Source: an optimization exercise on an open RTL-to-GDS flow (aim: small area). Production flows keep margins and buffers that such runs may drop. RTL that was checked went through simulation tests only; none was proved equivalent to the original.

==> inputs of willow <==
// Decoder
module Decoder(
    input wire              clk_390p625M        ,
    input wire              rst_n               ,
    input wire [63:0]       data_from_CDR       ,
    input wire [ 1:0]       sync_warning_ctrl   ,
    input wire [ 7:0]       resync_ctrl         ,
    input wire              monitor_EN          ,
    output logic            prbs31_sync_ready   ,
    output logic [9:0]      error_bit_count     ,
    output logic            decoder_sync_ready  ,
    output logic            decoder_sync_warning,
    output logic [1567:0]   data_1568bit        ,
    output logic [29:0]     packet_count        ,
    output logic [21:0]     error_packet_count  ,
    output logic            crc10_check_result
);
clock: 8.5 ns
lec_check: 0
cap_margin: 20
core_margin: 2
core_utilization: 65
place_density: 0.75
slew_margin: 20
standard.sh (not shown) runs the stock make flow with config.mk's settings and CLKGATE_MAP_FILE= SYNTH_SCRIPT=/design/flow/synth_recipe.tcl, a recipe that flattens the netlist after the stock synthesis.
==> flow/flow/run.sh <==
#!/bin/bash
# Own layout flow: the standard layout (standard.sh), with buf_1 port
# buffers, pins one track apart and a clock tree of clkbuf_8 without dummy loads.
export BUFFER_PORTS_ARGS="-buffer_cell sky130_fd_sc_hd__buf_1"
export PLACE_PINS_ARGS="-min_distance 1 -min_distance_in_tracks"
export CTS_ARGS="-sink_clustering_enable -repair_clock_nets -dont_use_dummy_load -buf_list sky130_fd_sc_hd__clkbuf_8 -sink_clustering_size 16 -sink_clustering_max_diameter 50"
bash standard.sh > standard.log 2>&1
==> tundra (differences from willow) <==
--- a/flow/design.v
+++ b/flow/design.v
@@ -216,19 +216,18 @@
             p          = {p[56:0], s};
         end
         poly_next = p;
     end
     always_ff @(posedge clk_390p625M) begin
         ud   <= ud_next;
         poly <= poly_next;
     end
-    always_ff @(posedge clk_390p625M or negedge rst_n) begin
-        if (!rst_n)       idle_res <= 1'b0;
-        else if (idle_en) idle_res <= (ud == {6'h2C, {7{8'hBC}}});
+    always_ff @(posedge clk_390p625M) begin
+        if (idle_en) idle_res <= (ud == {6'h2C, {7{8'hBC}}});
     end
     logic [1:0]     sh;
     logic [61:0]    dud;
     logic [4:0]     fs;
     logic [4:0]     fs_next;
     logic           tail_flag;
     logic           dly_tail;
     logic           ndly_tail;   
@@ -281,26 +280,21 @@
     wire [14:0] g3_in = ftail ? {dud[23:14], 5'b0}             : dud[30:16];
     wire [15:0] g4_in = ftail ? {dud[13:4], 6'b0}              : dud[15:0];
     crc10_15bit u_g1 (.data_in(g1_in), .lfsr_q(q1), .crc_out(c1));
     crc10_16bit u_g2 (.data_in(g2_in), .lfsr_q(q2), .crc_out(c2));
     crc10_15bit u_g3 (.data_in(g3_in), .lfsr_q(q3), .crc_out(c3));
     crc10_16bit u_g4 (.data_in(g4_in), .lfsr_q(q4), .crc_out(c4));
     wire crc_run = crc_en & ~ftail;
     wire crc_ok  = (c1 == dud[43:34]) & ~|c2 & ~|c3 & ~|c4;
-    always_ff @(posedge clk_390p625M or negedge rst_n) begin
-        if (!rst_n) begin
-            q1 <= '0; q2 <= '0; q3 <= '0; q4 <= '0;
-        end
-        else begin
-            q1 <= crc_run ? c1 : 10'd0;
-            q2 <= crc_run ? c2 : 10'd0;
-            q3 <= crc_run ? c3 : 10'd0;
-            q4 <= crc_run ? c4 : 10'd0;
-        end
+    always_ff @(posedge clk_390p625M) begin
+        q1 <= crc_run ? c1 : 10'd0;
+        q2 <= crc_run ? c2 : 10'd0;
+        q3 <= crc_run ? c3 : 10'd0;
+        q4 <= crc_run ? c4 : 10'd0;
     end
     always_ff @(posedge clk_390p625M or negedge rst_n) begin
         if (!rst_n)     crc10_check_result <= 1'b1;
         else if (ftail) crc10_check_result <= crc_ok;
     end
     always_ff @(posedge clk_390p625M or negedge rst_n) begin
         if (!rst_n)
             error_packet_count <= '0;
Settings changed: CAP_MARGIN 20 to 5, CORE_UTILIZATION 65 to 55, PLACE_DENSITY 0.75 to 0.65, SLEW_MARGIN 20 to 5.
==> violet (differences from willow) <==
--- a/flow/design.v
+++ b/flow/design.v
@@ -347,23 +347,23 @@
             nwebit[1381 - 196*w -: 10] = {10{nwe[25]}};
             gbit  [1381 - 196*w -: 10] = {10{g[25]}};
         end
         wdat_n[205:204] = ~dud[1:0];
         webit [205:204] = {2{we[25]}};
         nwebit[205:204] = {2{nwe[25]}};
         gbit  [205:204] = {2{g[25]}};
         wdat_n[203:196] = ~dud[61:54];
-        webit [203:196] = '1;
-        nwebit[203:196] = '0;
-        gbit  [203:196] = {8{dly_tail}};
+        webit [203:196] = {8{we[26]}};
+        nwebit[203:196] = {8{nwe[26]}};
+        gbit  [203:196] = {8{g[26]}};
         wdat_n[9:0]     = ~dud[53:44];
-        webit [9:0]     = '1;
-        nwebit[9:0]     = '0;
-        gbit  [9:0]     = {10{dly_tail}};
+        webit [9:0]     = {10{we[26]}};
+        nwebit[9:0]     = {10{nwe[26]}};
+        gbit  [9:0]     = {10{g[26]}};
     end
     always_ff @(posedge clk_390p625M or negedge rst_n) begin
         if (!rst_n) begin
             wr    <= '0;
             oflag <= 1'b0;
         end
         else begin
             wr    <= wr | we;
==> flow/flow/run.sh (replaced) <==
#!/bin/bash
# Own layout flow: the standard layout (standard.sh), with buf_1 port
# buffers and a clock tree of clkbuf_8 without dummy loads.
export BUFFER_PORTS_ARGS="-buffer_cell sky130_fd_sc_hd__buf_1"
export CTS_ARGS="-sink_clustering_enable -repair_clock_nets -dont_use_dummy_load -buf_list sky130_fd_sc_hd__clkbuf_8 -sink_clustering_size 16 -sink_clustering_max_diameter 50"
bash standard.sh > standard.log 2>&1
Settings changed: CORE_UTILIZATION 65 to 50, PLACE_DENSITY 0.75 to 0.6.
==> comparison <==
Of tundra and violet, violet has the higher cell area (gap about 1.1%, measured against violet).
Area after synthesis, lowest first: willow, tundra, violet.
tundra finished clean. violet went through all stages and came out clean. willow ended with an error in global routing (5_1_grt).
In tundra the final cell count is smaller than in violet, by 2.3%.
Against tundra, the worst setup slack of violet is worse by 210 ps.
No functional check of the RTL was part of willow.

-- afterwards: timing with drivers on the ports --
No port has a modelled driver above. Below, the same layouts with a new extraction and two added sets of constraints.
Step 1: set_driving_cell puts a clkbuf_16 on clk_390p625M and a buf_2 on each other input, an assumption about the parent block.
Step 2 also shifts input and output timing later by t, the mid clock arrival at the registers, as if the neighbouring blocks saw the same clock.
Three values: ideal ports, drivers, drivers and shift; two values: the first two.
run	shift t [ns]	setup slack, ns	worst setup path at the end
tundra	1.181	2.829 / 2.722 / 2.971	register to register
violet	1.226	2.623 / 2.520 / 3.043	register to register
After both steps setup and hold are still met in every run listed.
